Source: an optimization exercise on an open RTL-to-GDS flow (aim: small area). Production flows keep margins and buffers that such runs may drop. Only simulation tests tie the RTL to the original design; equivalence was not proved. Power is estimated from default activity; no workload was simulated.

==> flow/design.v (excerpt) <==
module axi4_mux #(
    parameter int AW = 16,
    parameter int AXI_ID_WIDTH = 4,
    parameter int AXI_DATA_WIDTH = 32,
    parameter int RR_PRIO_NUMBER = 4,
    parameter int FIXED_PRIO_NUMBER = 2,
    localparam int INPUT_NUMBER = RR_PRIO_NUMBER + FIXED_PRIO_NUMBER
) (
    input logic clk,
    input logic rst_n,
    input  logic [INPUT_NUMBER-1:0][AXI_ID_WIDTH-1:0] in_aw_id,
    input  logic [INPUT_NUMBER-1:0][          AW-1:0] in_aw_addr,
    input  logic [INPUT_NUMBER-1:0][             7:0] in_aw_len,
    input  logic [INPUT_NUMBER-1:0][             2:0] in_aw_size,
    input  logic [INPUT_NUMBER-1:0][             1:0] in_aw_burst,
    input  logic [INPUT_NUMBER-1:0]                   in_aw_valid,
    output logic [INPUT_NUMBER-1:0]                   in_aw_ready,
    input  logic [INPUT_NUMBER-1:0][    AXI_DATA_WIDTH-1:0] in_w_data,
    input  logic [INPUT_NUMBER-1:0][(AXI_DATA_WIDTH/8)-1:0] in_w_strb,
    input  logic [INPUT_NUMBER-1:0]                         in_w_last,
    input  logic [INPUT_NUMBER-1:0]                         in_w_valid,
    output logic [INPUT_NUMBER-1:0]                         in_w_ready,
    output logic [INPUT_NUMBER-1:0][AXI_ID_WIDTH-1:0] in_b_id,
    output logic [INPUT_NUMBER-1:0][             1:0] in_b_resp,
    output logic [INPUT_NUMBER-1:0]                   in_b_valid,
    input  logic [INPUT_NUMBER-1:0]                   in_b_ready,
    input  logic [INPUT_NUMBER-1:0][AXI_ID_WIDTH-1:0] in_ar_id,
    input  logic [INPUT_NUMBER-1:0][          AW-1:0] in_ar_addr,
    input  logic [INPUT_NUMBER-1:0][             7:0] in_ar_len,
    input  logic [INPUT_NUMBER-1:0][             2:0] in_ar_size,
    input  logic [INPUT_NUMBER-1:0][             1:0] in_ar_burst,
    input  logic [INPUT_NUMBER-1:0]                   in_ar_valid,
    output logic [INPUT_NUMBER-1:0]                   in_ar_ready,
    output logic [INPUT_NUMBER-1:0][  AXI_ID_WIDTH-1:0] in_r_id,
    output logic [INPUT_NUMBER-1:0][AXI_DATA_WIDTH-1:0] in_r_data,
    output logic [INPUT_NUMBER-1:0][               1:0] in_r_resp,
    output logic [INPUT_NUMBER-1:0]                     in_r_last,
    output logic [INPUT_NUMBER-1:0]                     in_r_valid,
    input  logic [INPUT_NUMBER-1:0]                     in_r_ready,
    output logic [AXI_ID_WIDTH-1:0] out_aw_id,
    output logic [          AW-1:0] out_aw_addr,
    output logic [             7:0] out_aw_len,
    output logic [             2:0] out_aw_size,
    output logic [             1:0] out_aw_burst,
    output logic                    out_aw_valid,
    input  logic                    out_aw_ready,
    output logic [    AXI_DATA_WIDTH-1:0] out_w_data,
    output logic [(AXI_DATA_WIDTH/8)-1:0] out_w_strb,
    output logic                          out_w_last,
    output logic                          out_w_valid,
    input  logic                          out_w_ready,
    input  logic [AXI_ID_WIDTH-1:0] out_b_id,
    input  logic [             1:0] out_b_resp,
    input  logic                    out_b_valid,
    output logic                    out_b_ready,
    output logic [AXI_ID_WIDTH-1:0] out_ar_id,
    output logic [          AW-1:0] out_ar_addr,
    output logic [             7:0] out_ar_len,
    output logic [             2:0] out_ar_size,
    output logic [             1:0] out_ar_burst,
    output logic                    out_ar_valid,
    input  logic                    out_ar_ready,
    input  logic [  AXI_ID_WIDTH-1:0] out_r_id,
    input  logic [AXI_DATA_WIDTH-1:0] out_r_data,
    input  logic [               1:0] out_r_resp,
    input  logic                      out_r_last,
    input  logic                      out_r_valid,
    output logic                      out_r_ready
);
Size in the first run: ~720 cells after synthesis, ~16 flip-flops, roughly 1100 I/O pins, ~5700 µm² of cells after synthesis.
Settings: LEC_CHECK=0, CAP_MARGIN=0, CORE_AREA=5 5 380 380, CTS_BUF_LIST=sky130_fd_sc_hd__clkbuf_4 sky130_fd_sc_hd__clkbuf_8, DIE_AREA=0 0 385 385, PLACE_DENSITY=0.8, SLEW_MARGIN=0, SYNTH_HIERARCHICAL=1, SYNTH_MINIMUM_KEEP_SIZE=0; clock period 6.0 ns.
standard.sh (not shown) runs the stock make flow with config.mk's settings and CLKGATE_MAP_FILE= SYNTH_SCRIPT=/design/flow/synth_recipe.tcl, a recipe that flattens the netlist after the stock synthesis.
==> flow/flow/run.sh <==
#!/bin/bash
# The standard layout, with the smallest buffer cell on the ports.
set -euo pipefail
export BUFFER_PORTS_ARGS="-buffer_cell sky130_fd_sc_hd__buf_1"
bash standard.sh finish > standard_finish.log 2>&1
The baseline completed with no timing, DRC or antenna violations.
Then changed:
CAP_MARGIN = 10   (was 0)
SLEW_MARGIN = 10   (was 0)
The new run finished with timing, DRC and antenna clean.
Final cell count does not change.
Sequential share of layout area does not change.
Area after synthesis does not change.
Setup slack stays the same.
Clock skew does not change.
Combinational power is about the same.
Then changed:
PLACE_DENSITY = not set   (was 0.8)
=>
- count of clock-buffer cells in the layout stays the same
- global-route usage shrinks by 0.46 points
- power shrinks by about 0.9%
- first-iteration DRC count grows by 20%
- via count grows by 1.7%
- combinational power barely changes


old:
axi4_mux, a different RTL version from the one above (not shown whole).
For scale: about 700 cells after synthesis, ~10 flip-flops, ~0.0054 mm2 of cells after synthesis.
Design axi4_mux, start of the top module:
module axi4_mux #(
    parameter int AW = 16,
    parameter int AXI_ID_WIDTH = 4,
    parameter int AXI_DATA_WIDTH = 32,
    parameter int RR_PRIO_NUMBER = 4,
    parameter int FIXED_PRIO_NUMBER = 2,
    localparam int INPUT_NUMBER = RR_PRIO_NUMBER + FIXED_PRIO_NUMBER
) (
    input logic clk,
    input logic rst_n,
    input  logic [INPUT_NUMBER-1:0][AXI_ID_WIDTH-1:0] in_aw_id,
    input  logic [INPUT_NUMBER-1:0][          AW-1:0] in_aw_addr,
    input  logic [INPUT_NUMBER-1:0][             7:0] in_aw_len,
    input  logic [INPUT_NUMBER-1:0][             2:0] in_aw_size,
    input  logic [INPUT_NUMBER-1:0][             1:0] in_aw_burst,
    input  logic [INPUT_NUMBER-1:0]                   in_aw_valid,
    output logic [INPUT_NUMBER-1:0]                   in_aw_ready,
    input  logic [INPUT_NUMBER-1:0][    AXI_DATA_WIDTH-1:0] in_w_data,
    input  logic [INPUT_NUMBER-1:0][(AXI_DATA_WIDTH/8)-1:0] in_w_strb,
    input  logic [INPUT_NUMBER-1:0]                         in_w_last,
    input  logic [INPUT_NUMBER-1:0]                         in_w_valid,
    output logic [INPUT_NUMBER-1:0]                         in_w_ready,
    output logic [INPUT_NUMBER-1:0][AXI_ID_WIDTH-1:0] in_b_id,
    output logic [INPUT_NUMBER-1:0][             1:0] in_b_resp,
    output logic [INPUT_NUMBER-1:0]                   in_b_valid,
    input  logic [INPUT_NUMBER-1:0]                   in_b_ready,
    input  logic [INPUT_NUMBER-1:0][AXI_ID_WIDTH-1:0] in_ar_id,
    input  logic [INPUT_NUMBER-1:0][          AW-1:0] in_ar_addr,
    input  logic [INPUT_NUMBER-1:0][             7:0] in_ar_len,
    input  logic [INPUT_NUMBER-1:0][             2:0] in_ar_size,
    input  logic [INPUT_NUMBER-1:0][             1:0] in_ar_burst,
    input  logic [INPUT_NUMBER-1:0]                   in_ar_valid,
    output logic [INPUT_NUMBER-1:0]                   in_ar_ready,
    output logic [INPUT_NUMBER-1:0][  AXI_ID_WIDTH-1:0] in_r_id,
    output logic [INPUT_NUMBER-1:0][AXI_DATA_WIDTH-1:0] in_r_data,
    output logic [INPUT_NUMBER-1:0][               1:0] in_r_resp,
    output logic [INPUT_NUMBER-1:0]                     in_r_last,
    output logic [INPUT_NUMBER-1:0]                     in_r_valid,
    input  logic [INPUT_NUMBER-1:0]                     in_r_ready,
    output logic [AXI_ID_WIDTH-1:0] out_aw_id,
    output logic [          AW-1:0] out_aw_addr,
    output logic [             7:0] out_aw_len,
    output logic [             2:0] out_aw_size,
    output logic [             1:0] out_aw_burst,
    output logic                    out_aw_valid,
    input  logic                    out_aw_ready,
    output logic [    AXI_DATA_WIDTH-1:0] out_w_data,
    output logic [(AXI_DATA_WIDTH/8)-1:0] out_w_strb,
    output logic                          out_w_last,
    output logic                          out_w_valid,
    input  logic                          out_w_ready,
    input  logic [AXI_ID_WIDTH-1:0] out_b_id,
    input  logic [             1:0] out_b_resp,
    input  logic                    out_b_valid,
    output logic                    out_b_ready,
    output logic [AXI_ID_WIDTH-1:0] out_ar_id,
    output logic [          AW-1:0] out_ar_addr,
    output logic [             7:0] out_ar_len,
    output logic [             2:0] out_ar_size,
    output logic [             1:0] out_ar_burst,
    output logic                    out_ar_valid,
    input  logic                    out_ar_ready,
    input  logic [  AXI_ID_WIDTH-1:0] out_r_id,
    input  logic [AXI_DATA_WIDTH-1:0] out_r_data,
    input  logic [               1:0] out_r_resp,
    input  logic                      out_r_last,
    input  logic                      out_r_valid,
    output logic                      out_r_ready
);
clock: 6.0 ns
lec_check: 0
cap_margin: 20
core_area: 5 5 380 380
cts_buf_list: sky130_fd_sc_hd__clkbuf_2 sky130_fd_sc_hd__clkbuf_4 sky130_fd_sc_hd__clkbuf_8
die_area: 0 0 385 385
place_density: 0.95
slew_margin: 30
synth_hierarchical: 1
synth_minimum_keep_size: 0
Scripts as last shown in full above: flow/flow/run.sh
## Diff of input files: new against old
- PLACE_DENSITY now 0.8, was 0.95
- CTS_BUF_LIST now sky130_fd_sc_hd__clkbuf_4 sky130_fd_sc_hd__clkbuf_8, was sky130_fd_sc_hd__clkbuf_2 sky130_fd_sc_hd__clkbuf_4 sky130_fd_sc_hd__clkbuf_8
==> comparison <==
new: full flow OK, the timing, design-rule and antenna checks passed
For area occupied by multi-input gates, old and new come out practically identical.
On routed wire length, new does better than old.
Termination of the worst setup path: out_aw_id[0] -> new, out_aw_len[2] -> old
Summary of new over old: final core area utilization ~0 delta; final cell count -0.70%; sequential share of layout area ~0 delta; wire length of the first global-routing pass -about 9%.

==> afterwards: timing with drivers on the ports <==
How much do the figures lean on ideal ports? The routed layouts below were timed once more, with nothing changed but the port constraints.
Step 1 sets driving cells, clkbuf_16 on the clock port and buf_2 on the other inputs (assumed; they add their load-dependent delay and slew).
Step 2 also shifts input and output timing later by t, the mid clock arrival at the registers, as if the neighbouring blocks saw the same clock.
Slacks: ideal / step 1 / step 2; pairs: ideal / step 1.
run | t (ns) | slack for setup (ns) | worst slew at a driven data input, ns | cell pins on the clock port's net
the first run of note 1 | 0.291 | 1.863 / 1.841 / 1.841 | 0.70 | 1
the second run of note 1 | 0.291 | 1.863 / 1.841 / 1.841 | 0.70 | 1
the third run of note 1 | 0.285 | 2.267 / 2.226 / 2.231 | 0.64 | 1
old | 0.331 | 1.770 / 1.705 / 2.036 | 0.56 | 1
new | 0.345 | 1.619 / 1.556 / 1.746 | 0.61 | 1
After both steps every run listed still meets setup and hold. The setup slack of the third run of note 1, which loses most, moves by -0.041 ns with the drivers and by -0.036 ns with both steps.
